Source: an optimization exercise on an open RTL-to-GDS flow (aim: small area and a short achievable clock period). Production flows keep margins and buffers that such runs may drop. At most, simulation tests tie the RTL to the original design; equivalence was not proved. For runs 1 and 2, only the layout was checked, not whether the RTL still works. No run shown here takes its clock network from TritonCTS; it comes from the design's own scripts or RTL. The flow treats the clock pin as an ideal source. Dropping or thinning the clock tree relies on that and would not hold on a real chip. Power and IR drop assume default switching activity.

### flow/config.mk
export PLATFORM = sky130hd
export DESIGN_NAME = syn_fifo
export DESIGN_NICKNAME = syn_fifo
export VERILOG_FILES = /design/flow/design.v
export SDC_FILE = /design/flow/constraint.sdc
export NUM_CORES = 8
export LEC_CHECK = 0
export CAP_MARGIN = 20
export CORE_MARGIN = 2
export CORE_UTILIZATION = 70
export SETUP_SLACK_MARGIN = 2.25
export SLEW_MARGIN = 20
export SYNTH_MEMORY_MAX_BITS = 4096
### flow/constraint.sdc
create_clock -name core_clock -period 4.0 [get_ports {clk}]
set_input_delay 0.8000 -clock core_clock [delete_from_list [all_inputs] [get_ports {clk}]]
set_output_delay 0.8000 -clock core_clock [all_outputs]
set_load 0.01 [all_outputs]
### flow/design.v
module ram_dp_ar_aw (
  input             clk,
  input      [15:0] wlo_n,      
  input      [15:0] whi_n,      
  input       [7:0] wdata,
  input     [127:0] row_sel,    
  output reg [127:0] col_q      
);
reg [7:0] mem [0:255];
genvar wi;
generate
  for (wi = 0; wi < 256; wi = wi + 1) begin : wr_g
    always @(posedge clk)
      if (!whi_n[wi/16] && !wlo_n[wi%16])
        mem[wi] <= wdata;
  end
endgenerate
integer r, c;
function integer grp(input integer col);
  grp = (col == 0) ? 0 : (col >= 13) ? 7 : (col + 1) / 2;
endfunction
reg [127:0] col_d;
always @(*) begin
  col_d = 128'd0;
  for (c = 0; c < 16; c = c + 1)
    for (r = 0; r < 16; r = r + 1)
      col_d[8*c +: 8] = col_d[8*c +: 8] |
        (mem[16*r+c] & {8{row_sel[16*grp(c) + r]}});
end
always @(posedge clk)
  col_q <= col_d;
endmodule
module syn_fifo (
  input        clk,
  input        rst,
  input        wr_cs,
  input        rd_cs,
  input  [7:0] data_in,
  input        rd_en,
  input        wr_en,
  output [7:0] data_out,
  output       empty,
  output       full
);
wire wr = wr_cs & wr_en;
wire rd = rd_cs & rd_en;
reg        wr_q;
reg  [7:0] din_q, din_qq;
reg  [15:1] wr_lo_h;           
reg         wr_lo0_n;          
reg  [15:0] wr_hi_n;           
wire [15:0] wr_lo = {wr_lo_h, ~wr_lo0_n};
always @(posedge clk)
  if (rst)
    wr_q <= 1'b0;
  else
    wr_q <= wr;
always @(posedge clk) begin
  din_q  <= data_in;
  din_qq <= din_q;
end
always @(posedge clk)
  if (rst) begin
    wr_lo_h  <= 15'd0;
    wr_lo0_n <= 1'b0;
    wr_hi_n  <= 16'hfffe;
  end else if (wr_q) begin
    wr_lo_h  <= wr_lo[14:0];
    wr_lo0_n <= ~wr_lo[15];
    if (wr_lo[15])
      wr_hi_n  <= {wr_hi_n[14:0], wr_hi_n[15]};
  end
wire [15:0] wr_lo_nx = wr_q ? {wr_lo[14:0], wr_lo[15]} : wr_lo;
reg  [15:0] wr_en_lo_n;
always @(posedge clk)
  if (rst)
    wr_en_lo_n <= 16'hffff;
  else
    wr_en_lo_n <= wr ? ~wr_lo_nx : 16'hffff;
reg  [15:1] rd_col_h;
reg         rd_col0_n;
wire [15:0] rd_col = {rd_col_h, ~rd_col0_n};
wire [15:0] rd_col_nx = rd ? {rd_col[14:0], rd_col[15]} : rd_col;
always @(posedge clk)
  if (rst) begin
    rd_col_h  <= 15'd0;
    rd_col0_n <= 1'b0;
  end else begin
    rd_col_h  <= rd_col_nx[15:1];
    rd_col0_n <= ~rd_col_nx[0];
  end
localparam NG = 8;                                      
localparam [4*NG-1:0] GHI = {4'd15, 4'd12, 4'd10, 4'd8, 4'd6, 4'd4, 4'd2, 4'd0};
reg  [15:1] rd_rows_h [0:NG-1];
reg  [NG-1:0] rd_rows0_n;
wire [16*NG-1:0] rd_rows;
genvar gg;
generate
  for (gg = 0; gg < NG; gg = gg + 1) begin : ring_g
    wire [15:0] cur = {rd_rows_h[gg], ~rd_rows0_n[gg]};
    assign rd_rows[16*gg +: 16] = cur;
    always @(posedge clk)
      if (rst) begin
        rd_rows_h[gg]  <= 15'd0;
        rd_rows0_n[gg] <= 1'b0;
      end else if (rd && rd_col[GHI[4*gg +: 4]]) begin
        rd_rows_h[gg]  <= cur[14:0];
        rd_rows0_n[gg] <= ~cur[15];
      end
  end
endgenerate
reg  [15:1] cnt_lo_h, cnt_hi_h;
reg         cnt_lo0_n, cnt_hi0_n;
wire [15:0] cnt_lo = {cnt_lo_h, ~cnt_lo0_n};
wire [15:0] cnt_hi = {cnt_hi_h, ~cnt_hi0_n};
reg        not_empty, is1, is2, is254, is255;
reg        empty_r, full_r;      
reg        byp1, byp2;     
wire       inc = wr & ~rd;
wire       dec = rd & ~wr;
wire       cnt_is3   = cnt_hi[0]  & cnt_lo[3];
wire       cnt_is253 = cnt_hi[15] & cnt_lo[13];
wire [15:0] cnt_lo_nx = inc ? {cnt_lo[14:0], cnt_lo[15]} :
                        dec ? {cnt_lo[0], cnt_lo[15:1]} : cnt_lo;
wire [15:0] cnt_hi_nx = (inc & cnt_lo[15]) ? {cnt_hi[14:0], cnt_hi[15]} :
                        (dec & cnt_lo[0])  ? {cnt_hi[0], cnt_hi[15:1]} : cnt_hi;
always @(posedge clk)
  if (rst) begin
    cnt_lo_h  <= 15'd0;
    cnt_lo0_n <= 1'b0;
    cnt_hi_h  <= 15'd0;
    cnt_hi0_n <= 1'b0;
  end else begin
    cnt_lo_h  <= cnt_lo_nx[15:1];
    cnt_lo0_n <= ~cnt_lo_nx[0];
    cnt_hi_h  <= cnt_hi_nx[15:1];
    cnt_hi0_n <= ~cnt_hi_nx[0];
  end
always @(posedge clk)
  if (rst) begin
    not_empty  <= 1'b0;
    is1        <= 1'b0;
    is2        <= 1'b0;
    is254      <= 1'b0;
    is255      <= 1'b0;
  end else if (dec) begin
    not_empty  <= ~is1;
    is1        <= is2;
    is2        <= cnt_is3;
    is254      <= is255;
    is255      <= 1'b0;
  end else if (inc) begin
    not_empty  <= 1'b1;
    is1        <= ~not_empty;
    is2        <= is1;
    is254      <= cnt_is253;
    is255      <= is254;
  end
always @(posedge clk)
  if (rst) begin
    empty_r    <= 1'b1;
    full_r     <= 1'b0;
  end else if (dec) begin
    empty_r    <= is1;
    full_r     <= 1'b0;
  end else if (inc) begin
    empty_r    <= 1'b0;
    full_r     <= is254;
  end
wire byp1_nx = wr   & (rd ? is1 : ~not_empty);
wire byp2_nx = wr_q & (rd ? is2 : is1);
always @(posedge clk)
  if (rst) begin
    byp1 <= 1'b0;
    byp2 <= 1'b0;
  end else begin
    byp1 <= byp1_nx;
    byp2 <= byp2_nx;
  end
assign empty = empty_r;
assign full  = full_r;
reg  [15:1] col_sel_h;
reg         col_sel0_n;
wire [15:0] col_sel = {col_sel_h, ~col_sel0_n};
wire [15:0] col_sel_nx = rd_col_nx & {16{~(byp1_nx | byp2_nx)}};
always @(posedge clk)
  if (rst) begin
    col_sel_h  <= 15'd0;
    col_sel0_n <= 1'b0;
  end else begin
    col_sel_h  <= col_sel_nx[15:1];
    col_sel0_n <= ~col_sel_nx[0];
  end
wire [127:0] col_q;
reg  [7:0]  head;
integer c;
always @(*) begin
  head = (din_q & {8{byp1}}) | (din_qq & {8{byp2}});
  for (c = 0; c < 16; c = c + 1)
    head = head | (col_q[8*c +: 8] & {8{col_sel[c]}});
end
reg [7:0] data_out_r, data_keep_n;
always @(posedge clk)
  if (rst) begin
    data_out_r  <= 8'd0;
    data_keep_n <= 8'hff;
  end else begin
    data_out_r  <= rd ? head : ~data_keep_n;
    data_keep_n <= rd ? ~head : data_keep_n;
  end
assign data_out = data_out_r;
ram_dp_ar_aw DP_RAM (
  .clk      (clk),
  .wlo_n    (wr_en_lo_n),
  .whi_n    (wr_hi_n),
  .wdata    (din_q),
  .row_sel  (rd_rows),
  .col_q    (col_q)
);
endmodule
### flow/flow/run.sh
#!/bin/bash
# Own flow: the standard layout, except that
#  - the clock tree is built by flow/mcts.tcl (a shallow tree of clock
#    buffers over flip-flop clusters found by recursive bisection) instead
#    of TritonCTS, and the output port buffers are moved next to the
#    flip-flops that drive them (flow/obuf.tcl),
#  - the port buffers are buf_4 (buffer_ports otherwise picks a delay
#    buffer, which is slow on the input and output paths),
#  - after ORFS's timing repair at CTS and at global routing, a greedy sizer
#    (flow/gsize.tcl) sizes up the gates on the worst register and input
#    paths, which ORFS's repair leaves weak, and
#  - sky130_fd_sc_hd__a222oi_1, which comes in one weak size only, is added
#    to the platform's don't-use list, so that synthesis does not put it on
#    paths that the resizer then cannot speed up.
# Every tool's output goes to the ORFS logs under orfs/logs; this script's
# own output goes to run.log.
set -euo pipefail
cd "$(dirname "$0")/.."
exec > >(tee run.log) 2>&1
DU="sky130_fd_sc_hd__probe_p_8 sky130_fd_sc_hd__probec_p_8 sky130_fd_sc_hd__lpflow_bleeder_1 sky130_fd_sc_hd__lpflow_clkbufkapwr_1 sky130_fd_sc_hd__lpflow_clkbufkapwr_16 sky130_fd_sc_hd__lpflow_clkbufkapwr_2 sky130_fd_sc_hd__lpflow_clkbufkapwr_4 sky130_fd_sc_hd__lpflow_clkbufkapwr_8 sky130_fd_sc_hd__lpflow_clkinvkapwr_1 sky130_fd_sc_hd__lpflow_clkinvkapwr_16 sky130_fd_sc_hd__lpflow_clkinvkapwr_2 sky130_fd_sc_hd__lpflow_clkinvkapwr_4 sky130_fd_sc_hd__lpflow_clkinvkapwr_8 sky130_fd_sc_hd__lpflow_decapkapwr_12 sky130_fd_sc_hd__lpflow_decapkapwr_3 sky130_fd_sc_hd__lpflow_decapkapwr_4 sky130_fd_sc_hd__lpflow_decapkapwr_6 sky130_fd_sc_hd__lpflow_decapkapwr_8 sky130_fd_sc_hd__lpflow_inputiso0n_1 sky130_fd_sc_hd__lpflow_inputiso0p_1 sky130_fd_sc_hd__lpflow_inputiso1n_1 sky130_fd_sc_hd__lpflow_inputiso1p_1 sky130_fd_sc_hd__lpflow_inputisolatch_1 sky130_fd_sc_hd__lpflow_isobufsrc_1 sky130_fd_sc_hd__lpflow_isobufsrc_16 sky130_fd_sc_hd__lpflow_isobufsrc_2 sky130_fd_sc_hd__lpflow_isobufsrc_4 sky130_fd_sc_hd__lpflow_isobufsrc_8 sky130_fd_sc_hd__lpflow_isobufsrckapwr_16 sky130_fd_sc_hd__lpflow_lsbuf_lh_hl_isowell_tap_1 sky130_fd_sc_hd__lpflow_lsbuf_lh_hl_isowell_tap_2 sky130_fd_sc_hd__lpflow_lsbuf_lh_hl_isowell_tap_4 sky130_fd_sc_hd__lpflow_lsbuf_lh_isowell_4 sky130_fd_sc_hd__lpflow_lsbuf_lh_isowell_tap_1 sky130_fd_sc_hd__lpflow_lsbuf_lh_isowell_tap_2 sky130_fd_sc_hd__lpflow_lsbuf_lh_isowell_tap_4 sky130_fd_sc_hd__a222oi_1"
bash standard.sh DONT_USE_CELLS="$DU" PRE_CTS_TCL="$PWD/flow/cts_hook.tcl" \
  POST_CTS_TCL="$PWD/flow/post_cts_hook.tcl" \
  POST_GLOBAL_ROUTE_TCL="$PWD/flow/post_grt_hook.tcl" \
  BUFFER_PORTS_ARGS="-buffer_cell sky130_fd_sc_hd__buf_4" finish
### flow/flow/cts_hook.tcl
# PRE_CTS_TCL hook: move the output port buffers next to the flip-flops
# that drive them (flow/obuf.tcl), build the clock tree by hand
# (flow/mcts.tcl) in place of
# TritonCTS, then let the rest of ORFS's CTS step (legalisation, timing
# repair) run as usual.
source [file join [file dirname [info script]] mcts.tcl]
source [file join [file dirname [info script]] obuf.tcl]
obuf_move
set mcts_levels {{96 sky130_fd_sc_hd__clkbuf_16} {16 sky130_fd_sc_hd__clkbuf_16} {4 sky130_fd_sc_hd__clkbuf_16}}
if {[info exists ::env(MCTS_LEVELS)]} { set mcts_levels $::env(MCTS_LEVELS) }
mcts_build2 $mcts_levels
rename clock_tree_synthesis tritoncts_unused
proc clock_tree_synthesis {args} {
  puts "clock tree built by flow/mcts.tcl"
  set_propagated_clock [all_clocks]
}
### flow/flow/gsize.tcl
# Greedy gate sizing: repeatedly take the worst register or input endpoint
# whose slack is below target and try each larger drive strength of each
# gate or flip-flop on its worst path, keeping the swap that helps that
# endpoint most without making the worst slack of the design worse.
# Output ports are left out (their paths hold no gate to size).
proc gsize_sizes {ref} {
  if {![regexp {^(sky130_fd_sc_hd__\w+)_(\d+)$} $ref -> base sz]} { return {} }
  if {[regexp {clkbuf|clkinv|edfxtp|a222oi|dly|conb} $base]} { return {} }
  set out {}
  foreach n {2 4 6 8 12 16} {
    if {$n > $sz && [llength [get_lib_cells -quiet */${base}_$n]]} { lappend out ${base}_$n }
  }
  return $out
}
proc gsize_wns {} {
  # worst slack over register and input endpoints, output ports left out
  set w 1e9
  foreach pe [find_timing_paths -path_delay max -group_path_count 20 -endpoint_path_count 1 -sort_by_slack] {
    if {[get_property [get_property $pe endpoint] direction] eq "output"} { continue }
    set w [get_property $pe slack]
    break
  }
  return $w
}
proc gsize {target iters} {
  set skip {}
  set nsw 0
  for {set it 0} {$it < $iters} {incr it} {
    set pe ""
    foreach p [find_timing_paths -path_delay max -group_path_count 200 -endpoint_path_count 1 -sort_by_slack] {
      set ep [get_property $p endpoint]
      if {[get_property $ep direction] eq "output"} { continue }
      if {[get_property $p slack] >= $target} { break }
      if {[lsearch -exact $skip [get_full_name $ep]] >= 0} { continue }
      set pe $p
      break
    }
    if {$pe eq ""} { break }
    set ep [get_property $pe endpoint]
    set epn [get_full_name $ep]
    set s0 [get_property $pe slack]
    set w0 [gsize_wns]
    set insts {}
    foreach pt [get_property $pe points] {
      set c [get_cells -of_objects [get_property $pt pin]]
      set cn [get_full_name $c]
      if {[lsearch -exact $insts $cn] < 0 && ![string match ctsbuf_* $cn]} { lappend insts $cn }
    }
    set best ""; set bests $s0
    foreach cn $insts {
      set ref [get_property [get_cells $cn] ref_name]
      foreach cand [gsize_sizes $ref] {
        replace_cell $cn $cand
        set s [get_property [get_pins $epn] slack_max]
        if {$s > $bests + 0.003 && [gsize_wns] >= min($w0, $s0) - 1e-4} { set bests $s; set best [list $cn $cand] }
        replace_cell $cn $ref
      }
    }
    if {$best eq ""} {
      lappend skip $epn
    } else {
      replace_cell {*}$best
      incr nsw
    }
  }
  puts "gsize: $nsw swaps, [llength $skip] endpoints left as they were, worst slack [gsize_wns]"
}
### flow/flow/mcts.tcl
proc mcts_split {items n} {
  # items: list of {obj x y}; return n groups of near equal size
  if {$n <= 1} { return [list $items] }
  set xs {}; set ys {}
  foreach it $items { lappend xs [lindex $it 1]; lappend ys [lindex $it 2] }
  set xs [lsort -integer $xs]; set ys [lsort -integer $ys]
  set dx [expr {[lindex $xs end]-[lindex $xs 0]}]
  set dy [expr {[lindex $ys end]-[lindex $ys 0]}]
  set k [expr {$dx >= $dy ? 1 : 2}]
  set s [lsort -integer -index $k $items]
  set n1 [expr {$n/2}]
  set h [expr {int(round(double([llength $s])*$n1/$n))}]
  set a [lrange $s 0 [expr {$h-1}]]; set b [lrange $s $h end]
  return [concat [mcts_split $a $n1] [mcts_split $b [expr {$n-$n1}]]]
}
proc mcts_build2 {levels} {
  # levels: list of {ngroups master} from the leaves up
  set block [ord::get_db_block]
  set db [ord::get_db]
  set clknet [$block findNet clk]
  set items {}
  foreach it [$clknet getITerms] {
    set l [[$it getInst] getLocation]
    lappend items [list $it [lindex $l 0] [lindex $l 1]]
  }
  set lvl 0
  foreach lv $levels {
    lassign $lv ng bn
    set buf [$db findMaster $bn]
    set next {}
    set gi 0
    foreach grp [mcts_split $items $ng] {
      set sx 0; set sy 0
      foreach item $grp { set sx [expr {$sx+[lindex $item 1]}]; set sy [expr {$sy+[lindex $item 2]}] }
      set n [llength $grp]
      set cx [expr {int($sx/$n)}]; set cy [expr {int($sy/$n)}]
      set bi [odb::dbInst_create $block $buf "ctsbuf_L${lvl}_${gi}"]
      $bi setLocation $cx $cy
      $bi setPlacementStatus PLACED
      set net [odb::dbNet_create $block "clknet_L${lvl}_${gi}"]
      $net setSigType CLOCK
      foreach item $grp { set it [lindex $item 0]; $it disconnect; $it connect $net }
      [$bi findITerm X] connect $net
      lappend next [list [$bi findITerm A] $cx $cy]
      incr gi
    }
    puts "mcts: level $lvl: [llength $next] x $bn for [llength $items] loads"
    set items $next
    incr lvl
  }
  foreach item $items { [lindex $item 0] connect $clknet }
}

# Leaf buffers (level 0) whose flip-flops see a clock slew above lim (ns,
# placement estimate) are swapped for master big.
proc mcts_fix_leaves {lim big} {
  set block [ord::get_db_block]
  set bigm [[ord::get_db] findMaster $big]
  set_propagated_clock [all_clocks]
  estimate_parasitics -placement
  set n 0
  foreach inst [$block getInsts] {
    if {![string match ctsbuf_L0_* [$inst getName]]} { continue }
    set net [[$inst findITerm X] getNet]
    set worst 0
    foreach it [$net getITerms] {
      if {[$it isOutputSignal]} { continue }
      set pin [get_pins [$it getName]]
      set s [get_property $pin slew_max]
      if {$s > $worst} { set worst $s }
    }
    if {$worst > $lim && [[$inst getMaster] getName] ne $big} {
      $inst swapMaster $bigm
      incr n
    }
  }
  puts "mcts: $n leaf buffers swapped for $big"
}
### flow/flow/obuf.tcl
# Move each output port's buffer next to the flip-flop that drives it, so
# that the flip-flop sees a short wire and the buffer drives the long one
# to the pin. The buffer stays; detailed placement legalises it afterwards.
proc obuf_move {} {
  set block [ord::get_db_block]
  set n 0
  foreach bt [$block getBTerms] {
    if {[$bt getIoType] ne "OUTPUT"} { continue }
    set net [$bt getNet]
    foreach it [$net getITerms] {
      if {![$it isOutputSignal]} { continue }
      set buf [$it getInst]
      set in [lindex [lmap x [$buf getITerms] {expr {[$x isInputSignal] ? $x : [continue]}}] 0]
      set inet [$in getNet]
      foreach d [$inet getITerms] {
        if {![$d isOutputSignal]} { continue }
        set ff [$d getInst]
        lassign [$ff getLocation] x y
        set w [[$ff getMaster] getWidth]
        $buf setLocation [expr {$x + $w}] $y
        $buf setPlacementStatus PLACED
        incr n
      }
    }
  }
  puts "obuf_move: moved $n output buffers"
}
### flow/flow/post_cts_hook.tcl
# POST_CTS_TCL hook: after ORFS's own timing repair, size up the gates on
# the worst register and input paths (flow/gsize.tcl), then legalise.
source [file join [file dirname [info script]] gsize.tcl]
gsize 2.3 400
detailed_placement
### flow/flow/post_grt_hook.tcl
# POST_GLOBAL_ROUTE_TCL hook: the same sizing with global-route parasitics,
# then legalise and update the global routes of the nets it touched.
source [file join [file dirname [info script]] gsize.tcl]
global_route -start_incremental
gsize 2.3 400
detailed_placement
global_route -end_incremental
estimate_parasitics -global_routing
### flow/standard.sh
#!/bin/bash
# synth_recipe.tcl (not shown) runs the flow's synth.tcl, then flattens the netlist and writes it again
# the make line also repeats each setting of config.mk as NAME=value (left out here)
make -C /OpenROAD-flow-scripts/flow DESIGN_CONFIG=/design/flow/config.mk WORK_HOME=/design/flow/orfs CLKGATE_MAP_FILE= SYNTH_SCRIPT=/design/flow/synth_recipe.tcl "${@:-finish}"
==> results of run 1 <==
-- flip-flops by register name, indices dropped and copies added, names as in the netlist, 8 cells and up, named ones only --
name,count
rd_rows0_n,8
wr_en_lo_n,16
data_out_r,8
din_qq,8
data_keep_n,8
rd_rows_h,120
cnt_lo_h,15
cnt_hi_h,15
DP_RAM.col_q,128
col_sel_h,15
DP_RAM.mem,2048
rd_col_h,15
wr_hi_n,16
wr_lo_h,15
din_q,8
-- power by group --
part	internal, mW	switching, mW	leakage [nW]
Sequential	27.6	0.105	21.8
Combinational	0.148	0.532	6.01
Clock	5.25	7.31	1.43
-- cell type report --
class / instances / area [um2]
diodes: 5 / 12.5
plain buffers: 116 / 2900
fillers: 7228 / 30100
inverters: 134 / 513
multi-input cells: 2357 / 16600
flip-flops and latches: 2457 / 70000
well taps: 1637 / 2050
repair buffers: 126 / 1360
-- cell families after synthesis --
| group | synth area share, % |
|---|---|
| buf+inv | 2.58 |
| mux | 0.288 |
| simple gates | 4.96 |
| flops | 80.1 |
| fa+ha+maj | 0.0288 |
| compound gates | 12.0 |
-- per-layer routing --
layer / up-vias / wire [um] / track usage (%)
li1: 20700 / - / -
met2: 3397 / 108000 / 55.3
met5: - / 47 / 0
met4: 8 / 7110 / 9.00
met1: 25300 / 89600 / 55.8
met3: 359 / 30100 / 7.05
-- worst min-delay path by stage --
stage / from / to / slack (ps) / depth (start not counted)
after detailed placement: wr_lo0_n / wr_lo_h[1] / 450 / 1
final: data_in[3] / din_q[3] / 340 / 1
after global placement: wr_lo0_n / wr_lo_h[1] / 440 / 1
after floorplan: wr_lo0_n / wr_lo_h[1] / 430 / 1
-- placed cells by master (no fill, tap or decap), types with 6 or more instances in the layout --
cell type  count
edfxtp_1    2048
a221oi_1     459
nand2_1      420
a22o_1       394
dfxtp_1      261
a21oi_1      182
nor2_1       156
nor2_2       141
nand4_1      134
inv_1        131
o21ai_0      131
clkbuf_16    117
dfxtp_2       86
buf_4         82
dfxtp_4       62
a221oi_2      60
a22oi_1       43
nor2_8        26
nor2_4        25
and3_1        25
mux2i_1       25
buf_6         20
nand3b_1      16
a211o_1       16
a311oi_1      15
buf_12        14
a211oi_1      12
nor3_2        10
nand3_1        8
nor3_1         7
buf_16         6
-- through the flow --
step	power [mW]	hold slack (ps)	setup slack, ps	util (%)	area, um2
after floorplan	28.7	426	1990	-	87200
after detailed placement	29.0	446	1040	71.5	88300
final	41.0	342	1960	75.7	93400
after global placement	29.0	438	1030	71.5	88300
-- Yosys cell counts, types with 7 or more instances --
cell         n  area [um2]
a211oi_1    12        90.1
buf_6        7        78.8
nor3_1       7        35.0
nor3_2      10         100
buf_4        8        60.1
a211o_1     16         140
and3_1      26         163
buf_1       48         180
nand2_1    423        1590
buf_2       97         485
inv_1      133         499
a21oi_1    182         911
a22o_1     394        3450
nand3_1      9        45.0
dfxtp_1    409        8190
nand3b_1    16         120
a221oi_1   518        4540
mux2i_1     25         250
a311oi_1    15         131
clkbuf_1   249         935
nand4_1    141         882
a22oi_1     47         353
edfxtp_1  2048       61500
o21ai_0    133         666
nor2_1     347        1300
==> qor.csv, run 1 <==
metric,value,unit
GRT overflow,0,
Post-Synthesis Cells,5356,
Worst slew margin,13.4,%
worst r2r dst,DP_RAM.mem[131][1],
largest net degree at the start of global routing,141,
number of global-route vias before repair,46000,
Post-synth EDFFs,2048,
Initial Utilization,70.4,%
Worst-Margin Slew,1300,ps
fraction of layout cells with a size suffix above 1,13.2,%
WS Path Type,reg -> reg,
top_reg_cell synth,edfxtp_1,
vias per cell,7.28,
HPWL after DPL,143000,um
Levels on crit path,1,
static leakage,29.2,nW
crit path buf inv count,0,
Site Rows,129,
initial antenna violation count,11,
Clock Skew,24.0,ps
critical path endpoint category,register,
RePlAce Congestion,0.940,
cell type group with the largest total delay on the critical path,flip-flops,
post-layout net count,5208,
Post-Layout Cell Count,6832,
area grow syn2layout,7.39,%
1st-iter DRT viols,8629,
I/O pin count,24,
first-pass GRT wire length,333000,um
"Async S/R FF share, synth",0,%
critical path launch point type,register,
min Tclk post-route,2040,ps
Core ar.,123000,um2
Post-route DRC,0,
gr usage total,36.5,%
worst reg2reg path depth,1,
final antenna-violating net count,0,
die width,357,um
count of final max-slew check failures,0,
Max Freq,489,MHz
die area,127000,um2
Setup TNS,0,ps
Routed WL,235000,um
Clock Latency Late Sink,570,ps
mapped cell area,87000,um2
slowest CP cell,dfxtp_1,
period utilization,51.1,%
port bufs,23,
"Req. time, crit path",4190,ps
synthesis-stage register bit count,2457,
Post-Syn Area per Cell,16.2,um2
Die Height,357,um
"Clk pin slew, worst setup/hold paths",100,ps
syn nets,5372,
DR pass1 iterations,6,
HP Class,in -> reg,
via count,49700,
synth warn,4,
"Hold Vio Cnt, Final",0,
max cap viols,0,
critical path's largest stage delay,1200,ps
flop2flop setup slack,1960,ps
crit path to,DP_RAM.mem[131][1],
power per cell area,439,nW/um2
"Arr. time, crit path",2240,ps
DP Cell Count,6690,
maximum vdd drop,0.551,mV
crit-path cells,nor2_1,
final setup violation count,0,
Reg2Reg Launch Point,wr_en_lo_n[3],
status,no timing/DRC/antenna violations,
Worst setup startpoint,wr_en_lo_n[3],
count of cell types in the netlist,48,
Avg WL per Cell,34.4,um
sequential share of the synthesized area,80.1,%
Crit Path Max Fanout,16,
==> run 2: changes to the inputs <==
--- a/flow/flow/gsize.tcl
+++ b/flow/flow/gsize.tcl
@@ -23,5 +23,9 @@
   return $w
 }
-proc gsize {target iters} {
+proc gsize_est {} {
+  if {$::gsize_mode eq "grt"} { estimate_parasitics -global_routing } else { estimate_parasitics -placement }
+}
+proc gsize {target iters {mode placement}} {
+  set ::gsize_mode $mode
   set skip {}
   set nsw 0
@@ -52,4 +56,5 @@
       foreach cand [gsize_sizes $ref] {
         replace_cell $cn $cand
+        gsize_est
         set s [get_property [get_pins $epn] slack_max]
         if {$s > $bests + 0.003 && [gsize_wns] >= min($w0, $s0) - 1e-4} { set bests $s; set best [list $cn $cand] }
@@ -63,4 +68,5 @@
       incr nsw
     }
+    gsize_est
   }
   puts "gsize: $nsw swaps, [llength $skip] endpoints left as they were, worst slack [gsize_wns]"
--- a/flow/flow/post_grt_hook.tcl
+++ b/flow/flow/post_grt_hook.tcl
@@ -3,5 +3,5 @@
 source [file join [file dirname [info script]] gsize.tcl]
 global_route -start_incremental
-gsize 2.3 400
+gsize 2.3 400 grt
 detailed_placement
 global_route -end_incremental
==> qor.csv, run 2 <==
metric,value,unit
Reg2Reg Launch Point,rd_rows_h[4][6],
Regs by FF count,"DP_RAM.mem (2048), DP_RAM.col_q (128), rd_rows_h (120)",
critical path's largest stage delay,360,ps
mapped cell area,87000,um2
critical path endpoint category,primary output,
Post-Syn Area per Cell,16.2,um2
Crit Path Max Fanout,2,
die area,127000,um2
Logic pwr share,1.7,%
worst r2r dst,DP_RAM.col_q[65],
flop2flop setup slack,2210,ps
static leakage,31.3,nW
count of final max-slew check failures,0,
Post-synth top cells,"edfxtp_1 (2048), a221oi_1 (518), nand2_1 (423)",
grt met2 use,55.1,%
max reg flops,2048,
die width,357,um
Max Freq,542,MHz
Clock Skew,25.3,ps
maximum vdd drop,0.549,mV
Site Rows,129,
worst reg2reg path depth,3,
crit path buf inv count,1,
Post-Layout Cell Count,6834,
met3 usage,6.66,%
final setup violation count,0,
HPWL after DPL,143000,um
gr usage total,36.5,%
"Clk pin slew, worst setup/hold paths",100,ps
"most common cell after layout, fill and taps aside",edfxtp_1,
1st-iter DRT viols,8159,
top_reg_cell synth,edfxtp_1,
Reg with most FFs,DP_RAM.mem,
I/O pin count,24,
Tot Pwr,41.0,mW
gr busiest metal,met1,
Worst-Margin Slew,1070,ps
largest net degree at the start of global routing,141,
sequential power share,67.7,%
"Req. time, crit path",3200,ps
cell with the most instances after synthesis,edfxtp_1,
"Async S/R FF share, synth",0,%
count of cell types in the netlist,48,
"commonest cells after routing, fill and taps aside","edfxtp_1 (2048), a221oi_1 (455), nand2_1 (420), a22o_1 (394), dfxtp_1 (289)",
cell taking the most area after synthesis,edfxtp_1,
DP Cell Count,6690,
crit path to,empty,
syn nets,5372,
slowest CP cell,dfxtp_2,
Core ar.,123000,um2
max cap viols,0,
initial antenna violation count,12,
synthesis-stage register bit count,2457,
WS Path Type,reg -> out,
Routed WL,236000,um
synth warn,4,
Avg WL per Cell,34.5,um
pre-CTS setup slack,1040,ps
Setup TNS,0,ps
final setup margin,2160,ps
port bufs,23,
Sw Share,19.4,%
final hold slack,336,ps
vias per cell,7.31,
GRT overflow,0,
via count,49900,
area share of the largest cell type after synthesis,70.7,%
area grow syn2layout,9.02,%
post-layout net count,5214,
critical path launch point type,register,
Levels on crit path,1,
first-pass GRT wire length,333000,um
Post-synth EDFFs,2048,
crit-path cells,buf_6,
power per cell area,432,nW/um2
"Hold Vio Cnt, Final",0,
proportion of power drawn by the clock network,30.6,%
final antenna-violating net count,0,
status,no timing/DRC/antenna violations,
Die Height,357,um
Initial Utilization,70.4,%
GR Util met1,56.0,%
Clock Latency Late Sink,570,ps
fraction of layout cells with a size suffix above 1,14.0,%
period utilization,46.1,%
most area-consuming cells after synthesis,"edfxtp_1 (71%), dfxtp_1 (9.4%), a221oi_1 (5.2%)",
number of global-route vias before repair,46000,
sequential share of the synthesized area,80.1,%
cell type group with the largest total delay on the critical path,flip-flops,
Worst slew margin,28.6,%
Post-route DRC,0,
Power Internal,33.1,mW
HP Class,in -> reg,
RePlAce Congestion,0.940,
Worst setup startpoint,empty_r,
min Tclk post-route,1840,ps
DR pass1 iterations,6,
Post-Synthesis Cells,5356,
"Arr. time, crit path",1040,ps
Psw,7.95,mW
run 2: cell families (layout without fill, tap and decap cells):
group	after synthesis	in the layout	share of synthesized area, %
flip-flops	2457	2457	80.1
AO/OA/AOI/OAI	1340	1340	12.0
AND/OR/NAND/NOR	988	990	4.96
buffers and inverters	544	382	2.58
multiplexers	25	25	0.288
adder cells (fa/ha/maj)	2	2	0.0288
other	0	1	0
run 2: final cells by class:
class,instances,area [um2]
sequential,2457,69900
inverter,134,515
fill,7001,28600
antenna,1,2.50
multi-input combinational,2357,17800
buffer,116,2900
tap,1637,2050
timing repair buffer,132,1600
run 2: worst min path at each step:
| stage | startpoint | end | slack (ps) | cells after the start |
|---|---|---|---|---|
| 3_5_place_dp | wr_lo0_n | wr_lo_h[1] | 450 | 1 |
| 6_report | data_in[3] | din_q[3] | 340 | 1 |
| 3_3_place_gp | wr_lo0_n | wr_lo_h[1] | 440 | 1 |
| 2_1_floorplan | wr_lo0_n | wr_lo_h[1] | 430 | 1 |
run 2: worst reg2reg max path, delay by kind of cell, from the launching register on:
kind / cells / cell delay, ps
AOI/OAI and AO/OA: 2 / 750
DFF: 1 / 480
and+or+nand+nor: 1 / 350
run 2: metrics by stage:
| stage | util [%] | cell area [um2] |
|---|---|---|
| 6_report | 76.8 | 94800 |
| 3_3_place_gp | 71.5 | 88300 |
| 3_5_place_dp | 71.5 | 88300 |
| 2_1_floorplan | - | 87200 |
run 2: routing by layer:
| metal | vias to the layer above | part of all wire, % |
|---|---|---|
| met4 | 12 | 3.6 |
| met1 | 25400 | 38 |
| met5 | - | 0.030 |
| li1 | 20700 | - |
| met2 | 3372 | 46 |
| met3 | 402 | 13 |
run 2: power by group through the flow:
stage	logic (mW)	clock network, mW	registers [mW]
floorplan	0.201	0	28.5
global placement	0.573	0	28.4
detailed placement	0.591	0	28.4
finish	0.687	12.6	27.8
==> run 3: changes to the inputs <==
--- a/flow/design.v
+++ b/flow/design.v
@@ -4,5 +4,5 @@
   input      [15:0] whi_n,      
   input       [7:0] wdata,
-  input     [127:0] row_sel,    
+  input      [95:0] row_sel,    
   output reg [127:0] col_q      
 );
@@ -18,5 +18,5 @@
 integer r, c;
 function integer grp(input integer col);
-  grp = (col == 0) ? 0 : (col >= 13) ? 7 : (col + 1) / 2;
+  grp = (col == 0) ? 0 : (col + 2) / 3;
 endfunction
 reg [127:0] col_d;
@@ -90,6 +90,6 @@
     rd_col0_n <= ~rd_col_nx[0];
   end
-localparam NG = 8;                                      
-localparam [4*NG-1:0] GHI = {4'd15, 4'd12, 4'd10, 4'd8, 4'd6, 4'd4, 4'd2, 4'd0};
+localparam NG = 6;                                      
+localparam [4*NG-1:0] GHI = {4'd15, 4'd12, 4'd9, 4'd6, 4'd3, 4'd0};  
 reg  [15:1] rd_rows_h [0:NG-1];
 reg  [NG-1:0] rd_rows0_n;
@@ -110,8 +110,5 @@
   end
 endgenerate
-reg  [15:1] cnt_lo_h, cnt_hi_h;
-reg         cnt_lo0_n, cnt_hi0_n;
-wire [15:0] cnt_lo = {cnt_lo_h, ~cnt_lo0_n};
-wire [15:0] cnt_hi = {cnt_hi_h, ~cnt_hi0_n};
+reg  [15:0] cnt_lo, cnt_hi;
 reg        not_empty, is1, is2, is254, is255;
 reg        empty_r, full_r;      
@@ -127,13 +124,9 @@
 always @(posedge clk)
   if (rst) begin
-    cnt_lo_h  <= 15'd0;
-    cnt_lo0_n <= 1'b0;
-    cnt_hi_h  <= 15'd0;
-    cnt_hi0_n <= 1'b0;
-  end else begin
-    cnt_lo_h  <= cnt_lo_nx[15:1];
-    cnt_lo0_n <= ~cnt_lo_nx[0];
-    cnt_hi_h  <= cnt_hi_nx[15:1];
-    cnt_hi0_n <= ~cnt_hi_nx[0];
+    cnt_lo <= 16'd1;
+    cnt_hi <= 16'd1;
+  end else begin
+    cnt_lo <= cnt_lo_nx;
+    cnt_hi <= cnt_hi_nx;
   end
 always @(posedge clk)
==> flow/flow/post_cts_hook.tcl (replaced) <==
# POST_CTS_TCL hook: after ORFS's own timing repair, size up the gates on
# the worst register and input paths (flow/gsize.tcl), then legalise.
source [file join [file dirname [info script]] gsize.tcl]
gsize 2.18 400
detailed_placement
--- a/flow/flow/post_grt_hook.tcl
+++ b/flow/flow/post_grt_hook.tcl
@@ -3,5 +3,5 @@
 source [file join [file dirname [info script]] gsize.tcl]
 global_route -start_incremental
-gsize 2.3 400 grt
+gsize 2.18 400 grt
 detailed_placement
 global_route -end_incremental
==> qor.csv, run 3 <==
metric,value,unit
initial antenna violation count,5,
"Async S/R FF share, synth",0,%
synthesis-stage register bit count,2425,
count of final max-slew check failures,0,
"Hold Vio Cnt, Final",0,
cell with the most instances after synthesis,edfxtp_1,
Avg WL per Cell,34.3,um
sequential power share,67.6,%
die area,125000,um2
max cap viols,0,
HP Class,in -> reg,
Clock Latency Late Sink,560,ps
GRT overflow,0,
Post-synth EDFFs,2048,
diode count,0,
Site Rows,128,
"commonest cells after routing, fill and taps aside","edfxtp_1 (2048), a221oi_1 (466), a22o_1 (395), nand2_1 (333), dfxtp_1 (292)",
Post-route DRC,0,
I/O pin count,24,
Post-Synthesis Cells,5197,
largest family of logic cells by synthesized area,compound AO/OA/AOI/OAI gates,
multiplexer share of the synthesized area,0.502,%
final setup violation count,0,
"Clk pin slew, worst setup/hold paths",100,ps
via count,48700,
cell taking the most area after synthesis,edfxtp_1,
maximum vdd drop,0.535,mV
Fill cells,7123,
critical path's largest stage delay,350,ps
status,no timing/DRC/antenna violations,
Routed WL,230000,um
Max Freq,542,MHz
DR pass1 iterations,7,
max reg flops,2048,
area grow syn2layout,6.95,%
RePlAce Congestion,0.884,
Synth Area in XOR/XNOR,0,%
slowest CP cell,dfxtp_2,
proportion of power drawn by the clock network,30.7,%
"Core Util, Final",75.4,%
Core ar.,122000,um2
cell type group with the largest total delay on the critical path,flip-flops,
Setup TNS,0,ps
power per cell area,443,nW/um2
crit path buf inv count,1,
gr usage total,36.0,%
vias per cell,7.27,
1st-iter DRT viols,8029,
HPWL after DPL,137000,um
Power Internal,32.7,mW
Clock Skew,27.6,ps
Psw,7.86,mW
die width,354,um
crit-path cells,buf_6,
final antenna-violating net count,0,
Reg with most FFs,DP_RAM.mem,
area share of the largest cell type after synthesis,71.7,%
syn nets,5213,
fraction of layout cells with a size suffix above 1,12.0,%
Die Height,354,um
Crit Path Max Fanout,1,
synth warn,4,
mapped cell area,85800,um2
Worst-Margin Slew,1020,ps
Post-synth top cells,"edfxtp_1 (2048), a221oi_1 (518), a22o_1 (395)",
count of cell types in the netlist,41,
number of global-route vias before repair,45400,
Regs by FF count,"DP_RAM.mem (2048), DP_RAM.col_q (128), rd_rows_h (90)",
min Tclk post-route,1840,ps
Logic pwr share,1.7,%
most area-consuming cells after synthesis,"edfxtp_1 (72%), dfxtp_1 (8.8%), a221oi_1 (5.3%)",
Tot Pwr,40.6,mW
port bufs,23,
"most common cell after layout, fill and taps aside",edfxtp_1,
Sw Share,19.4,%
Adder-Cell Fraction of Synth Area,0.0292,%
critical path endpoint category,primary output,
static leakage,28.3,nW
Worst slew margin,31.8,%
"Arr. time, crit path",1040,ps
largest net degree at the start of global routing,141,
top_reg_cell synth,edfxtp_1,
sequential share of the synthesized area,80.5,%
Post-Syn Area per Cell,16.5,um2
Compound-Gate Fraction of Synth Area,11.9,%
design area,91700,um2
WS Path Type,reg -> out,
Initial Utilization,70.5,%
"Req. time, crit path",3200,ps
Simple-Gate Fraction of Synth Area,4.62,%
first-pass GRT wire length,327000,um
period utilization,46.1,%
post-layout net count,5090,
critical path launch point type,register,
cell area after placement,87500,um2
run 3: power by group through the flow:
stage / logic [mW] / registers, mW / clock network [mW]
6_report: 0.687 / 27.5 / 12.5
3_5_place_dp: 0.592 / 28.1 / 0
3_3_place_gp: 0.572 / 28.1 / 0
2_1_floorplan: 0.202 / 28.1 / 0
run 3: cell type report:
type | instances | area [um2] | area share, %
multi-input combinational | 2242 | 15500 | 16.9
tap | 1625 | 2030 | 2.22
timing repair buffer | 156 | 1530 | 1.67
inverter | 133 | 517 | 0.563
sequential | 2425 | 69200 | 75.5
buffer | 116 | 2900 | 3.16
run 3: final timing paths:
check | from | end | slack, ps | depth (start not counted)
setup / recovery | data_out_r[4] | data_out[4] | 2160 | 1
hold / removal | data_in[4] | din_q[4] | 350 | 1
setup reg to reg | col_sel_h[15] | data_out_r[2] | 2170 | 3
hold reg to reg | rd_rows_h[2][13] | rd_rows_h[2][14] | 460 | 2
run 3: per-layer routing:
| layer | track usage, % | part of all wire (%) | routed length, um |
|---|---|---|---|
| met1 | 53.8 | 37 | 86100 |
| met2 | 55.9 | 47 | 108000 |
| met3 | 5.98 | 12 | 27100 |
| met4 | 10.8 | 3.8 | 8720 |
| met5 | 0 | 0.0030 | 7 |
run 3: logic make-up (layout without fill, tap and decap cells):
kind of cell | after synthesis | after routing
adders and majority gates | 2 | 2
and+or+nand+nor | 908 | 909
buffers and inverters | 531 | 405
muxes | 43 | 43
AOI/OAI and AO/OA | 1288 | 1288
DFF | 2425 | 2425
run 3: per-stage QoR:
stage	hold slack, ps	setup slack [ps]	instances
2_1_floorplan	426	2050	5197
3_3_place_gp	436	1150	6564
3_5_place_dp	445	1110	6564
6_report	353	2160	6697
==> run 4: changes to the inputs <==
--- a/flow/flow/gsize.tcl
+++ b/flow/flow/gsize.tcl
@@ -44,5 +44,5 @@
     set epn [get_full_name $ep]
     set s0 [get_property $pe slack]
-    set w0 [gsize_wns]
+    # take all from the path before any other timing query frees it
     set insts {}
     foreach pt [get_property $pe points] {
@@ -51,4 +51,5 @@
       if {[lsearch -exact $insts $cn] < 0 && ![string match ctsbuf_* $cn]} { lappend insts $cn }
     }
+    set w0 [gsize_wns]
     set best ""; set bests $s0
     foreach cn $insts {
--- a/flow/config.mk
+++ b/flow/config.mk
@@ -8,5 +8,5 @@
 export CAP_MARGIN = 20
 export CORE_MARGIN = 2
-export CORE_UTILIZATION = 70
+export CORE_UTILIZATION = 75
 export SETUP_SLACK_MARGIN = 2.25
 export SLEW_MARGIN = 20
==> qor.csv, run 4 <==
metric,value,unit
initial antenna violation count,8,
GRT overflow,0,
area share of the largest cell type after synthesis,71.7,%
count of cell types in the netlist,41,
hold_sp,data_in[6],
WS Path Type,reg -> reg,
flop2flop setup slack,2150,ps
synthesis-stage register bit count,2425,
Site Rows,124,
Routed WL,227000,um
I/O pin count,24,
via count,49200,
Post-Syn Area per Cell,16.5,um2
Max Freq,541,MHz
sequential share of the synthesized area,80.5,%
design area,91600,um2
Initial Utilization,75.3,%
critical path endpoint category,register,
syn nets,5213,
Avg WL per Cell,34.5,um
synth warn,4,
worst r2r dst,DP_RAM.mem[78][3],
top_reg_cell synth,edfxtp_1,
"Async S/R FF share, synth",0,%
Worst slew margin,33.1,%
RePlAce Congestion,0.898,
die area,117000,um2
most area-consuming cells after synthesis,"edfxtp_1 (72%), dfxtp_1 (8.8%), a221oi_1 (5.3%)",
Worst-Margin Slew,1000,ps
worst reg2reg path depth,2,
Die Height,342,um
cell with the most instances after synthesis,edfxtp_1,
final setup violation count,0,
Post-route DRC,0,
area grow syn2layout,6.73,%
die width,342,um
DR pass1 iterations,8,
"Core Util, Final",80.4,%
Post-synth EDFFs,2048,
Setup TNS,0,ps
max cap viols,0,
count of final max-slew check failures,0,
final antenna-violating net count,0,
vias per cell,7.46,
Crit Path Max Fanout,11,
1st-iter DRT viols,8259,
Hold Crit Depth,1,
max reg flops,2048,
Post-Synthesis Cells,5197,
min Tclk post-route,1850,ps
HP Class,in -> reg,
power per cell area,443,nW/um2
post-layout net count,5095,
Post-synth top cells,"edfxtp_1 (2048), a221oi_1 (518), a22o_1 (395)",
Reg2Reg Launch Point,wr_hi_n[4],
gr usage total,38.3,%
Clock Skew,31.4,ps
Reg with most FFs,DP_RAM.mem,
HPWL after DPL,135000,um
"Clk pin slew, worst setup/hold paths",90,ps
maximum vdd drop,0.513,mV
Core ar.,114000,um2
status,no timing/DRC/antenna violations,
"Req. time, crit path",4230,ps
critical path launch point type,register,
mapped cell area,85800,um2
period utilization,46.2,%
hold path endpoint,din_q[6],
DP Cell Count,6445,
first-pass GRT wire length,322000,um
"commonest cells after routing, fill and taps aside","edfxtp_1 (2048), a221oi_1 (471), a22o_1 (395), nand2_1 (333), dfxtp_1 (296)",
cell area after placement,87300,um2
static leakage,28.3,nW
Clock Latency Late Sink,560,ps
fraction of layout cells with a size suffix above 1,11.4,%
number of global-route vias before repair,46300,
Regs by FF count,"DP_RAM.mem (2048), DP_RAM.col_q (128), rd_rows_h (90)",
"Arr. time, crit path",2070,ps
"Hold Vio Cnt, Final",0,
largest net degree at the start of global routing,159,
"most common cell after layout, fill and taps aside",edfxtp_1,
Post-Layout Cell Count,6592,
final hold slack,356,ps
port bufs,23,
cell taking the most area after synthesis,edfxtp_1,
-- run 4: changes by cell type in the layout (fill, tap and decap cells not counted), moves of 2 or more --
cell,before,now
a221oi_2,52,46
nand2_8,2,4
a221oi_1,466,471
buf_6,21,31
diode_2,0,3
nor2_1,188,211
nor2_4,9,11
nand2_4,3,1
nor2_2,159,134
buf_12,20,17
dfxtp_4,35,31
dfxtp_1,292,296
-- run 4: logic make-up after synthesis --
family                     synth area share, %
muxes                                    0.502
AOI/OAI and AO/OA                         11.9
adders and majority gates               0.0292
and+or+nand+nor                           4.62
DFF                                       80.5
buffers and inverters                     2.49
-- run 4: cell type report --
cell class	count	area, um2
fill	5824	22300
buffer	116	2900
timing repair buffer	161	1550
tap	1512	1890
sequential	2425	69200
inverter	133	517
multi-input combinational	2242	15500
antenna	3	7.51
-- run 4: power by group --
part / total (mW) / internal [mW] / switching (mW)
sequential: 27.5 / 27.4 / 0.124
clock: 12.4 / 5.24 / 7.12
combinational: 0.688 / 0.159 / 0.529
-- run 4: metrics by stage --
| stage | power [mW] | setup WS [ps] |
|---|---|---|
| detailed placement | 28.7 | 1130 |
| finish | 40.5 | 2150 |
| global placement | 28.6 | 1170 |
| floorplan | 28.3 | 2050 |
-- run 4: critical path: stages (launching register included) --
cell,delay [ps]
dfxtp_2,720
buf_4,540
nor2_2,240
-- run 4: worst max-delay path by stage --
stage | cells after the start | slack (ps) | start | end
floorplan | 10 | 2050 | wr_cs | cnt_lo[10]
global placement | 8 | 1170 | rd_cs | cnt_hi[0]
detailed placement | 8 | 1130 | rd_cs | cnt_hi[0]
finish | 2 | 2150 | wr_hi_n[4] | DP_RAM.mem[78][3]
-- run 4: layer usage --
layer / GRT usage, % / part of all wire (%) / up-vias
met4: 15.1 / 5.0 / 6
met5: 0 / 0.020 / -
li1: - / - / 20200
met2: 59.1 / 47 / 3730
met3: 7.16 / 13 / 558
met1: 55.5 / 35 / 24700
==> run 5: changes to the inputs <==
--- a/flow/config.mk
+++ b/flow/config.mk
@@ -8,6 +8,6 @@
 export CAP_MARGIN = 20
 export CORE_MARGIN = 2
-export CORE_UTILIZATION = 75
-export SETUP_SLACK_MARGIN = 2.25
+export CORE_UTILIZATION = 70
+export SETUP_SLACK_MARGIN = 1.5
 export SLEW_MARGIN = 20
 export SYNTH_MEMORY_MAX_BITS = 4096
==> qor.csv, run 5 <==
metric,value,unit
"Clk pin slew, worst setup/hold paths",90,ps
GRT overflow,0,
pre-CTS setup slack,1000,ps
Die Height,354,um
number of global-route vias before repair,45700,
top_reg_cell synth,edfxtp_1,
final setup violation count,0,
Post-Synthesis Cells,5197,
syn nets,5213,
via count,48800,
cell with the most instances after synthesis,edfxtp_1,
flop2flop setup slack,2030,ps
count of cell types in the netlist,41,
Worst slew margin,21.9,%
Sw Share,19.3,%
Power Internal,32.7,mW
Regs by FF count,"DP_RAM.mem (2048), DP_RAM.col_q (128), rd_rows_h (90)",
Clock Latency Late Sink,560,ps
area share of the largest cell type after synthesis,71.7,%
"Hold Vio Cnt, Final",0,
"Req. time, crit path",4240,ps
Post-synth EDFFs,2048,
I/O pin count,24,
area grow syn2layout,7.88,%
synth warn,4,
proportion of power drawn by the clock network,30.7,%
HPWL after DPL,140000,um
maximum vdd drop,0.513,mV
hold_sp,data_in[4],
critical path endpoint category,register,
WS Path Type,reg -> reg,
"Arr. time, crit path",2200,ps
DP Cell Count,6576,
static leakage,29.6,nW
Max Freq,509,MHz
Clock Skew,24.2,ps
vias per cell,7.30,
Psw,7.82,mW
Logic pwr share,1.5,%
Worst-Margin Slew,1170,ps
port bufs,23,
min Tclk post-route,1970,ps
crit path buf inv count,1,
Core ar.,122000,um2
synthesis-stage register bit count,2425,
HP Class,in -> reg,
Setup TNS,0,ps
final antenna-violating net count,0,
final hold slack,353,ps
Initial Utilization,70.5,%
fraction of layout cells with a size suffix above 1,10.7,%
Post-synth top cells,"edfxtp_1 (2048), a221oi_1 (518), a22o_1 (395)",
Hold Crit Depth,1,
crit-path cells,buf_16,
largest net degree at the start of global routing,146,
1st-iter DRT viols,8005,
"most common cell after layout, fill and taps aside",edfxtp_1,
RePlAce Congestion,0.922,
most area-consuming cells after synthesis,"edfxtp_1 (72%), dfxtp_1 (8.8%), a221oi_1 (5.3%)",
"Async S/R FF share, synth",0,%
die width,354,um
max reg flops,2048,
"commonest cells after routing, fill and taps aside","edfxtp_1 (2048), a221oi_1 (463), a22o_1 (395), nand2_1 (333), dfxtp_1 (297)",
critical path's largest stage delay,800,ps
hold path endpoint,din_q[4],
Site Rows,128,
Post-Syn Area per Cell,16.5,um2
cell type group with the largest total delay on the critical path,flip-flops,
worst reg2reg path depth,1,
Avg WL per Cell,34.1,um
Reg2Reg Launch Point,din_q[1],
sequential power share,67.8,%
DR pass1 iterations,6,
Post-Layout Cell Count,6692,
cell taking the most area after synthesis,edfxtp_1,
status,no timing/DRC/antenna violations,
sequential share of the synthesized area,80.5,%
mapped cell area,85800,um2
initial antenna violation count,11,
die area,125000,um2
diode count,0,
period utilization,49.2,%
power per cell area,438,nW/um2
max cap viols,0,
critical path launch point type,register,
count of final max-slew check failures,0,
Routed WL,228000,um
Tot Pwr,40.6,mW
worst r2r dst,DP_RAM.mem[102][1],
slowest CP cell,dfxtp_4,
final setup margin,2030,ps
Reg with most FFs,DP_RAM.mem,
first-pass GRT wire length,328000,um
Crit Path Max Fanout,145,
gr usage total,36.2,%
Post-route DRC,0,
post-layout net count,5085,
run 5: metal layers:
metal / share of wire (%) / vias to the layer above / track usage, %
met3: 12 / 418 / 7.18
met1: 38 / 24800 / 54.6
met4: 3.7 / 8 / 10.8
met2: 46 / 3334 / 54.7
met5: 0.025 / - / 0
li1: - / 20300 / -
run 5: through the flow:
stage	util [%]	instance area, um2
floorplan	-	85800
global placement	71.9	87500
detailed placement	71.9	87500
finish	76.0	92500
run 5: worst max path at each step:
stage	start	end	cells after the start	slack [ps]
final	din_q[1]	DP_RAM.mem[102][1]	1	2030
after detailed placement	wr_cs	cnt_hi[0]	9	1000
after global placement	wr_cs	cnt_hi[0]	9	980
after floorplan	din_q[0]	DP_RAM.mem[0][0]	0	-270
run 5: kinds of logic after synthesis:
kind of cell | count (synthesis) | share of synthesized area [%]
adder cells (fa/ha/maj) | 2 | 0.0292
buffers and inverters | 531 | 2.49
flip-flops | 2425 | 80.5
AO/OA/AOI/OAI | 1288 | 11.9
multiplexers | 43 | 0.502
AND/OR/NAND/NOR | 908 | 4.62
run 5: final cells by class:
class | count | area [um2]
Inverter | 133 | 499
Tap cell | 1625 | 2030
Timing Repair Buffer | 152 | 1460
Buffer | 116 | 2900
Fill cell | 6984 | 29200
Multi-Input combinational cell | 2241 | 16400
Sequential cell | 2425 | 69200
run 5: power groups by stage:
stage / Sequential, mW / Clock, mW / Combinational, mW
after global placement: 28.1 / 0 / 0.542
after detailed placement: 28.1 / 0 / 0.559
after floorplan: 28.2 / 0 / 0.189
final: 27.5 / 12.4 / 0.612
==> run 6: changes to the inputs <==
--- a/flow/config.mk
+++ b/flow/config.mk
@@ -9,5 +9,5 @@
 export CORE_MARGIN = 2
 export CORE_UTILIZATION = 70
-export SETUP_SLACK_MARGIN = 1.5
+export SETUP_SLACK_MARGIN = 1.9
 export SLEW_MARGIN = 20
 export SYNTH_MEMORY_MAX_BITS = 4096
==> qor.csv, run 6 <==
metric,value,unit
largest net degree at the start of global routing,139,
Adder-Cell Fraction of Synth Area,0.0292,%
Crit Path Max Fanout,18,
final antenna-violating net count,0,
Reg with most FFs,DP_RAM.mem,
critical path launch point type,register,
crit path to,DP_RAM.mem[203][1],
Fill cells,7005,
GRT overflow,0,
I/O pin count,24,
"Clk pin slew, worst setup/hold paths",100,ps
Worst slew margin,26.2,%
Initial Utilization,70.5,%
DR pass1 iterations,5,
Regs by FF count,"DP_RAM.mem (2048), DP_RAM.col_q (128), rd_rows_h (90)",
1st-iter DRT viols,7701,
max reg flops,2048,
slowest CP cell,dfxtp_4,
Core ar.,122000,um2
die area,125000,um2
syn nets,5213,
Synth Area in XOR/XNOR,0,%
cell area after placement,87600,um2
mapped cell area,85800,um2
Die Height,354,um
crit-path cells,nor2_1,
Site Rows,128,
area share of the largest cell type after synthesis,71.7,%
final hold slack,354,ps
worst r2r dst,DP_RAM.mem[203][1],
gr usage total,36.1,%
RePlAce Congestion,0.902,
number of global-route vias before repair,45600,
Levels on crit path,1,
cell with the most instances after synthesis,edfxtp_1,
count of final max-slew check failures,0,
"Arr. time, crit path",2080,ps
power per cell area,438,nW/um2
"most common cell after layout, fill and taps aside",edfxtp_1,
flop2flop setup slack,2120,ps
count of cell types in the netlist,41,
fraction of layout cells with a size suffix above 1,11.4,%
Post-route DRC,0,
multiplexer share of the synthesized area,0.502,%
final setup violation count,0,
"Async S/R FF share, synth",0,%
initial antenna violation count,11,
Post-synth top cells,"edfxtp_1 (2048), a221oi_1 (518), a22o_1 (395)",
Post-synth EDFFs,2048,
min Tclk post-route,1880,ps
Simple-Gate Fraction of Synth Area,4.62,%
synth warn,4,
vias per cell,7.28,
design area,92500,um2
period utilization,47.0,%
Compound-Gate Fraction of Synth Area,11.9,%
Worst setup startpoint,wr_hi_n[12],
post-layout net count,5086,
cell taking the most area after synthesis,edfxtp_1,
critical path endpoint category,register,
via count,48800,
port bufs,23,
Avg WL per Cell,34.1,um
synthesis-stage register bit count,2425,
static leakage,29.3,nW
critical path's largest stage delay,1030,ps
WS Path Type,reg -> reg,
most area-consuming cells after synthesis,"edfxtp_1 (72%), dfxtp_1 (8.8%), a221oi_1 (5.3%)",
worst reg2reg path depth,1,
Post-Synthesis Cells,5197,
"Req. time, crit path",4200,ps
HPWL after DPL,140000,um
sequential share of the synthesized area,80.5,%
die width,354,um
top_reg_cell synth,edfxtp_1,
status,no timing/DRC/antenna violations,
Setup TNS,0,ps
area grow syn2layout,7.89,%
"Hold Vio Cnt, Final",0,
Max Freq,532,MHz
Reg2Reg Launch Point,wr_hi_n[12],
cell type group with the largest total delay on the critical path,flip-flops,
Worst-Margin Slew,1110,ps
HP Class,in -> reg,
Clock Skew,17.6,ps
largest family of logic cells by synthesized area,compound AO/OA/AOI/OAI gates,
maximum vdd drop,0.502,mV
"commonest cells after routing, fill and taps aside","edfxtp_1 (2048), a221oi_1 (458), a22o_1 (395), nand2_1 (334), dfxtp_1 (293)",
max cap viols,0,
first-pass GRT wire length,326000,um
Routed WL,228000,um
crit path buf inv count,0,
Clock Latency Late Sink,550,ps
Post-Syn Area per Cell,16.5,um2
run 6: final cells by class:
cell class                 count  area [um2]  share of cell area [%]
antenna                        6        15.0                  0.0162
buffer                       116        2900                    3.14
inverter                     133         502                   0.542
multi-input combinational   2241       16400                    17.7
sequential                  2425       69200                    74.8
tap                         1625        2030                    2.20
timing repair buffer         153        1440                    1.55
run 6: stage by stage:
step	cells	utilization (%)	worst slack, ps	power [mW]
3_5_place_dp	6577	71.9	945	28.7
3_3_place_gp	6576	71.9	945	28.7
2_1_floorplan	5197	-	1470	28.3
6_report	6699	76.0	2120	40.5
run 6: kinds of logic after synthesis:
kind of cell | Yosys count
AOI/OAI and AO/OA | 1288
muxes | 43
buffers and inverters | 531
DFF | 2425
and+or+nand+nor | 908
adders and majority gates | 2
run 6: report_power, final:
group	switching, mW	internal [mW]	leakage [nW]
sequential	0.137	27.3	21.5
clock	7.17	5.24	1.43
combinational	0.503	0.137	6.34
run 6: worst min-delay path by stage:
stage,endpoint,slack [ps],start,depth (start not counted)
floorplan,wr_lo_h[1],430,wr_lo0_n,1
global placement,data_keep_n[3],440,data_keep_n[3],2
detailed placement,data_keep_n[3],450,data_keep_n[3],2
finish,din_q[1],350,data_in[1],1
run 6: per-layer routing:
layer / track usage, % / up-vias / share of wire (%)
met4: 11.4 / 4 / 3.8
met5: 0 / - / 0.012
li1: - / 20300 / -
met2: 55.3 / 3268 / 46
met3: 6.99 / 422 / 13
met1: 53.5 / 24800 / 37
==> run 7: changes to the inputs <==
--- a/flow/config.mk
+++ b/flow/config.mk
@@ -9,5 +9,5 @@
 export CORE_MARGIN = 2
 export CORE_UTILIZATION = 70
-export SETUP_SLACK_MARGIN = 1.9
+export SETUP_SLACK_MARGIN = 2.25
 export SLEW_MARGIN = 20
 export SYNTH_MEMORY_MAX_BITS = 4096
==> qor.csv, run 7 <==
metric,value,unit
Initial Utilization,70.5,%
vias per cell,7.28,
Post-Layout Cell Count,6696,
I/O pin count,24,
slowest CP cell,dfxtp_2,
gr usage total,36.0,%
critical path launch point type,register,
max reg flops,2048,
fraction of layout cells with a size suffix above 1,12.1,%
Psw,7.86,mW
area grow syn2layout,7.00,%
Power Internal,32.7,mW
Post-synth top cells,"edfxtp_1 (2048), a221oi_1 (518), a22o_1 (395)",
Hold Crit Depth,1,
number of global-route vias before repair,45400,
port bufs,23,
Routed WL,229000,um
cell type group with the largest total delay on the critical path,flip-flops,
Post-Synthesis Cells,5197,
sequential share of the synthesized area,80.5,%
Reg with most FFs,DP_RAM.mem,
Levels on crit path,1,
cell area after placement,87500,um2
mapped cell area,85800,um2
top_reg_cell synth,edfxtp_1,
cell taking the most area after synthesis,edfxtp_1,
synthesis-stage register bit count,2425,
status,no timing/DRC/antenna violations,
1st-iter DRT viols,8357,
syn nets,5213,
hold path endpoint,din_q[4],
HP Class,in -> reg,
"Async S/R FF share, synth",0,%
Crit Path Max Fanout,1,
period utilization,45.9,%
post-layout net count,5088,
"Core Util, Final",75.4,%
design area,91800,um2
"Arr. time, crit path",1040,ps
Post-route DRC,0,
worst r2r dst,DP_RAM.mem[0][1],
min Tclk post-route,1840,ps
"most common cell after layout, fill and taps aside",edfxtp_1,
cell with the most instances after synthesis,edfxtp_1,
die area,125000,um2
Clock Latency Late Sink,560,ps
crit-path cells,buf_6,
RePlAce Congestion,0.884,
synth warn,4,
power per cell area,442,nW/um2
GRT overflow,0,
count of final max-slew check failures,0,
Worst slew margin,27.5,%
Avg WL per Cell,34.3,um
Reg2Reg Launch Point,wr_en_lo_n[0],
sequential power share,67.6,%
Logic pwr share,1.7,%
worst reg2reg path depth,1,
Die Height,354,um
hold_sp,data_in[4],
first-pass GRT wire length,327000,um
Clock Skew,25.8,ps
critical path's largest stage delay,350,ps
proportion of power drawn by the clock network,30.7,%
Max Freq,545,MHz
area share of the largest cell type after synthesis,71.7,%
Post-Syn Area per Cell,16.5,um2
flop2flop setup slack,2200,ps
"Req. time, crit path",3200,ps
maximum vdd drop,0.536,mV
"commonest cells after routing, fill and taps aside","edfxtp_1 (2048), a221oi_1 (465), a22o_1 (395), nand2_1 (333), dfxtp_1 (293)",
Site Rows,128,
Setup TNS,0,ps
final antenna-violating net count,0,
HPWL after DPL,137000,um
Tot Pwr,40.6,mW
Worst-Margin Slew,1090,ps
Post-synth EDFFs,2048,
Sw Share,19.3,%
largest net degree at the start of global routing,141,
WS Path Type,reg -> out,
via count,48700,
static leakage,28.4,nW
crit path buf inv count,1,
DP Cell Count,6564,
"Clk pin slew, worst setup/hold paths",100,ps
Core ar.,122000,um2
DR pass1 iterations,6,
max cap viols,0,
most area-consuming cells after synthesis,"edfxtp_1 (72%), dfxtp_1 (8.8%), a221oi_1 (5.3%)",
die width,354,um
"Hold Vio Cnt, Final",0,
Regs by FF count,"DP_RAM.mem (2048), DP_RAM.col_q (128), rd_rows_h (90)",
initial antenna violation count,5,
final setup violation count,0,
critical path endpoint category,primary output,
count of cell types in the netlist,41,
-- run 7: cell counts after synthesis --
Identical to the previous run, type by type.
-- run 7: cells by family (layout without fill, tap and decap cells) --
logic type      Yosys count  in the layout  synth area share [%]
fa+ha+maj                 2              2                0.0292
flops                  2425           2425                  80.5
compound gates         1288           1288                  11.9
simple gates            908            909                  4.62
other cells               0              1                     0
buf+inv                 531            403                  2.49
mux                      43             43                 0.502
-- run 7: layout make-up --
cell class	count	area, um2
Multi-Input combinational cell	2242	15600
Tap cell	1625	2030
Fill cell	7108	29900
Buffer	116	2900
Sequential cell	2425	69200
Timing Repair Buffer	154	1510
Inverter	133	517
Antenna cell	1	2.50
-- run 7: per-layer routing --
metal / vias to the layer above / track usage, % / part of all wire [%]
li1: 20200 / - / -
met1: 24700 / 53.8 / 38
met2: 3336 / 56.0 / 47
met3: 439 / 5.99 / 12
met4: 4 / 10.5 / 3.7
met5: - / 0 / 0.0092
-- run 7: worst max-delay path by stage --
stage                        startpoint     endpoint
after floorplan                   wr_cs   cnt_lo[10]
after global placement            rd_cs    cnt_hi[0]
after detailed placement          rd_cs    cnt_hi[0]
final                     data_out_r[4]  data_out[4]
-- run 7: power by group through the flow --
| stage | clock [mW] | sequential, mW | combinational [mW] |
|---|---|---|---|
| final | 12.5 | 27.5 | 0.684 |
| after floorplan | 0 | 28.1 | 0.202 |
| after detailed placement | 0 | 28.1 | 0.592 |
| after global placement | 0 | 28.1 | 0.572 |
-- run 7: through the flow --
stage               setup WS, ps  hold slack (ps)
finish                      2160              353
floorplan                   2050              426
global placement            1150              436
detailed placement          1110              445

port drivers added, routing unchanged:
No port has a modelled driver above. Below, the same layouts with a new extraction and two added sets of constraints. Step 1, drivers: a clkbuf_16 drives clk and a buf_2 each remaining input, both assumed. Step 2 times the ports against the registers' clock, not the clock port: input delays grow and output delays shrink by t, the midpoint of the rising clock arrivals with the driver on. Three values: ideal ports, drivers, drivers and shift; two values: the first two.
| run | shift t [ns] | slack for setup (ns) | worst setup path after step 2 |
|---|---|---|---|
| run 1 | 0.728 | 1.957 / 1.957 / 1.571 | input to register |
| run 2 | 0.730 | 2.155 / 1.982 / 1.678 | input to register |
| run 3 | 0.724 | 2.156 / 1.975 / 1.614 | input to register |
| run 4 | 0.722 | 2.152 / 1.993 / 1.617 | input to register |
| run 5 | 0.718 | 2.034 / 1.958 / 1.638 | input to register |
| run 6 | 0.720 | 2.120 / 1.947 / 1.546 | input to register |
| run 7 | 0.724 | 2.164 / 1.983 / 1.620 | input to register |
After both steps every run listed still meets setup and hold. For run 6, which loses most, drivers alone change the setup slack by -0.173 ns; drivers and shift together by -0.574 ns.
